Background: an optimization exercise with open tools, aiming at a short achievable clock period and few clock cycles. Do not read the settings as production practice. Only simulation tests tie the RTL to the original design; equivalence was not proved. No driver is modelled on the clock port, so clock power and skew are understated where the tree is cut down; a real chip needs a root buffer or a tree. Power is estimated from default activity; no workload was simulated.

Design RISC_16_top, start of the top module:
module RISC_16_top(
    input clk,
    input rst,
    output [5:0] instruction_addr,
    input [16:0] instruction,
    output [7:0] mem_addr,
    output [7:0] mem_wdata,
    output mem_we,
    input [7:0] mem_rdata,
    output halted,
    output [7:0] r4_out,   
    output [7:0] r8_out    
);
export LEC_CHECK = 0
export ABC_CLOCK_PERIOD_IN_PS = 2000
export CAP_MARGIN = 20
export CORE_MARGIN = 2
export CORE_UTILIZATION = 60
export PLACE_DENSITY = 0.75
export SLEW_MARGIN = 20
create_clock -name core_clock -period 10.0 [get_ports {clk}]
standard.sh (not shown) runs the stock make flow with config.mk's settings and CLKGATE_MAP_FILE= SYNTH_SCRIPT=/design/flow/synth_recipe.tcl, a recipe that flattens the netlist after the stock synthesis.
==> flow/flow/run.sh <==
#!/bin/bash
# Layout: the standard flow (standard.sh), with the standard synthesis
# unchanged, except:
#  - ports are buffered with buf_4 cells instead of the default delay
#    buffer, and the resizer may change a cell's footprint;
#  - timing repair aims for extra setup margin;
#  - the clock tree is built by flow/cts.tcl instead of TritonCTS: the clock
#    port drives one root buffer per column of flip-flop groups, each root
#    drives the leaf buffers of its column, each leaf drives one group
#    (balanced, about 22 flip-flops); then the same repair as ORFS's CTS.
set -euo pipefail
KNOBS=(MATCH_CELL_FOOTPRINT=0 "BUFFER_PORTS_ARGS=-buffer_cell sky130_fd_sc_hd__buf_4" SETUP_SLACK_MARGIN=7.1)
bash standard.sh synth > synth.log 2>&1
bash standard.sh "${KNOBS[@]}" place > place.log 2>&1
RES=orfs/results/sky130hd/RISC_16_top/base
RES=$RES OUT_DIR=$RES MARGIN=7.1 PER_LEAF=22 \
    openroad -no_init -exit flow/cts.tcl > cts.log 2>&1
bash standard.sh "${KNOBS[@]}" finish > layout.log 2>&1
==> flow/flow/cts.tcl <==
# Clock tree built by hand: the clock port drives one root buffer, which
# drives one leaf buffer per group of flip-flops; groups come from a
# balanced grid split of the flip-flops by position. Then the same repair
# and legalization as ORFS's CTS step.
# env: RES (results folder), LIB, RC (setRC.tcl), MARGIN, OUT_ODB, OUT_SDC
if {![info exists ::env(LIB)]} { set ::env(LIB) /OpenROAD-flow-scripts/flow/platforms/sky130hd/lib/sky130_fd_sc_hd__tt_025C_1v80.lib }
if {![info exists ::env(RC)]} { set ::env(RC) /OpenROAD-flow-scripts/flow/platforms/sky130hd/setRC.tcl }
read_liberty $::env(LIB)
read_db $::env(RES)/3_place.odb
read_sdc $::env(RES)/3_place.sdc
source $::env(RC)
set_dont_use [get_lib_cells {sky130_fd_sc_hd__probe* sky130_fd_sc_hd__lpflow*}]

set db [ord::get_db]
set block [ord::get_db_block]
set clk_net [$block findNet clk]
set bufm [$db findMaster sky130_fd_sc_hd__clkbuf_16]
set per [expr {[info exists ::env(PER_LEAF)] ? $::env(PER_LEAF) : 36}]

set sinks {}
foreach it [$clk_net getITerms] {
  set inst [$it getInst]
  set bb [$inst getBBox]
  set x [expr {([$bb xMin] + [$bb xMax]) / 2}]
  set y [expr {([$bb yMin] + [$bb yMax]) / 2}]
  lappend sinks [list $it $x $y]
}
set n [llength $sinks]
set k [expr {int(ceil(double($n) / $per))}]
set cols [expr {min(4, max(1, int(round(sqrt($k)))))}]
puts "manual CTS: $n sinks, $k leaves, $cols columns"

# balanced grid split: columns by x, then rows by y within each column
set byx [lsort -integer -index 1 $sinks]
set groups {}
set gcol {}
set left $k
set rest $n
set start 0
for {set c 0} {$c < $cols} {incr c} {
  set kc [expr {int(round(double($left) / ($cols - $c)))}]
  set nc [expr {int(round(double($rest) * $kc / $left))}]
  set col [lsort -integer -index 2 [lrange $byx $start [expr {$start + $nc - 1}]]]
  set s2 0
  for {set r 0} {$r < $kc} {incr r} {
    set nr [expr {int(round(double($nc - $s2) / ($kc - $r)))}]
    lappend groups [lrange $col $s2 [expr {$s2 + $nr - 1}]]
    lappend gcol $c
    incr s2 $nr
  }
  incr start $nc
  incr rest -$nc
  incr left -$kc
}

# one root buffer per column, all driven by the clock port
set roots {}
for {set c 0} {$c < $cols} {incr c} {
  set r [odb::dbInst_create $block $bufm clkbuf_root_$c]
  set rn [odb::dbNet_create $block clknet_root_$c]
  $rn setSigType CLOCK
  [$r findITerm A] connect $clk_net
  [$r findITerm X] connect $rn
  lappend roots [list $r $rn 0 0 0]
}

set i 0
foreach g $groups c $gcol {
  set gx 0
  set gy 0
  foreach s $g {
    incr gx [lindex $s 1]
    incr gy [lindex $s 2]
  }
  set gx [expr {$gx / [llength $g]}]
  set gy [expr {$gy / [llength $g]}]
  set leaf [odb::dbInst_create $block $bufm clkbuf_leaf_$i]
  set net [odb::dbNet_create $block clknet_leaf_$i]
  $net setSigType CLOCK
  $leaf setLocation $gx $gy
  $leaf setPlacementStatus PLACED
  set rt [lindex $roots $c]
  [$leaf findITerm A] connect [lindex $rt 1]
  [$leaf findITerm X] connect $net
  lset roots $c [list [lindex $rt 0] [lindex $rt 1] [expr {[lindex $rt 2] + $gx}] [expr {[lindex $rt 3] + $gy}] [expr {[lindex $rt 4] + 1}]]
  foreach s $g {
    set it [lindex $s 0]
    $it disconnect
    $it connect $net
  }
  incr i
}
foreach rt $roots {
  set r [lindex $rt 0]
  set m [lindex $rt 4]
  $r setLocation [expr {[lindex $rt 2] / $m}] [expr {[lindex $rt 3] / $m}]
  $r setPlacementStatus PLACED
}

detailed_placement
set_propagated_clock [all_clocks]
estimate_parasitics -placement
report_clock_latency -clock core_clock
if {[info exists ::env(MARGIN)]} {
  repair_timing -setup_margin $::env(MARGIN) -hold_margin 0 -repair_tns 100
  detailed_placement
  check_placement -verbose
  estimate_parasitics -placement
  report_clock_latency -clock core_clock
}
report_worst_slack -max
if {[info exists ::env(OUT_DIR)]} {
  write_db $::env(OUT_DIR)/4_1_cts.odb
  write_db $::env(OUT_DIR)/4_cts.odb
  write_sdc -no_timestamp $::env(OUT_DIR)/4_cts.sdc
}
if {[info exists ::env(SHOWPATH)]} {
  report_checks -path_delay max -to [lindex [all_registers -clock_pins] 0] -format full_clock_expanded -fields {cap slew fanout}
  report_checks -path_delay max -to [all_outputs] -format full_clock_expanded -fields {cap slew fanout}
}
The baseline finished with timing, DRC and antenna clean.
Testbench counts at the start, summed over its fixed seeds: cycles 49,828.
Change:
--- a/flow/flow/run.sh
+++ b/flow/flow/run.sh
@@ -10,9 +10,9 @@
 #    (balanced, about 22 flip-flops); then the same repair as ORFS's CTS.
 set -euo pipefail
-KNOBS=(MATCH_CELL_FOOTPRINT=0 "BUFFER_PORTS_ARGS=-buffer_cell sky130_fd_sc_hd__buf_4" SETUP_SLACK_MARGIN=7.1)
+KNOBS=(MATCH_CELL_FOOTPRINT=0 "BUFFER_PORTS_ARGS=-buffer_cell sky130_fd_sc_hd__buf_4" SETUP_SLACK_MARGIN=7.5)
 bash standard.sh synth > synth.log 2>&1
 bash standard.sh "${KNOBS[@]}" place > place.log 2>&1
 RES=orfs/results/sky130hd/RISC_16_top/base
-RES=$RES OUT_DIR=$RES MARGIN=7.1 PER_LEAF=22 \
+RES=$RES OUT_DIR=$RES MARGIN=7.5 PER_LEAF=22 \
     openroad -no_init -exit flow/cts.tcl > cts.log 2>&1
 bash standard.sh "${KNOBS[@]}" finish > layout.log 2>&1
Die area stays the same.
First-iteration DRC count climbs by a few percent.
Synthesized cell count is unchanged.
Synthesized area does not change.
Routed wire length climbs by roughly a tenth.
Worst setup slack is worse by 0.0036 ns.
Final cell count climbs by a few percent.
Final area climbs by roughly a tenth.
Fmax barely changes.
Total power climbs by a little under a tenth.
Global-route usage climbs by 3.0 points.
Change:
--- a/flow/flow/run.sh
+++ b/flow/flow/run.sh
@@ -10,9 +10,9 @@
 #    (balanced, about 22 flip-flops); then the same repair as ORFS's CTS.
 set -euo pipefail
-KNOBS=(MATCH_CELL_FOOTPRINT=0 "BUFFER_PORTS_ARGS=-buffer_cell sky130_fd_sc_hd__buf_4" SETUP_SLACK_MARGIN=7.5)
+KNOBS=(MATCH_CELL_FOOTPRINT=0 "BUFFER_PORTS_ARGS=-buffer_cell sky130_fd_sc_hd__buf_4" SETUP_SLACK_MARGIN=8)
 bash standard.sh synth > synth.log 2>&1
 bash standard.sh "${KNOBS[@]}" place > place.log 2>&1
 RES=orfs/results/sky130hd/RISC_16_top/base
-RES=$RES OUT_DIR=$RES MARGIN=7.5 PER_LEAF=22 \
+RES=$RES OUT_DIR=$RES MARGIN=8 PER_LEAF=22 \
     openroad -no_init -exit flow/cts.tcl > cts.log 2>&1
 bash standard.sh "${KNOBS[@]}" finish > layout.log 2>&1
Effect:
- routed wire length rises by about a fifth
- design area rises by a little under a tenth
- total power rises by a few percent
- die area does not change
- worst hold slack improved by 0.0077 ns
- cell count rises by a few percent
No run of this note takes its clock network from TritonCTS; it comes from the design's own scripts or RTL.

separate check: timing with driven ports:
No port has a modelled driver above. Below, the same layouts with a new extraction and two added sets of constraints. Step 1 assumes that a clkbuf_16 drives the clock port and a buf_2 every other input. Step 2, shift: input delay + t, output delay - t, t = (earliest + latest rising clock arrival at the registers) / 2. This alone moves slack from input paths to output paths. Three values: ideal ports, drivers, drivers and shift; two values: the first two.
run	t (ns)	slack for setup (ns)	hold WS [ns]	cell pins on the clock port's net
the first run	0.451	7.044 / 6.967 / 6.822	0.421 / 0.421 / 0.421	4
the second run	0.450	7.041 / 6.936 / 6.759	0.417 / 0.417 / 0.417	4
the third run	0.464	7.065 / 6.952 / 6.543	0.425 / 0.425 / 0.425	4
After both steps setup and hold are still met in every run listed. For the third run, which loses most, drivers alone change the setup slack by -0.113 ns; drivers and shift together by -0.522 ns.
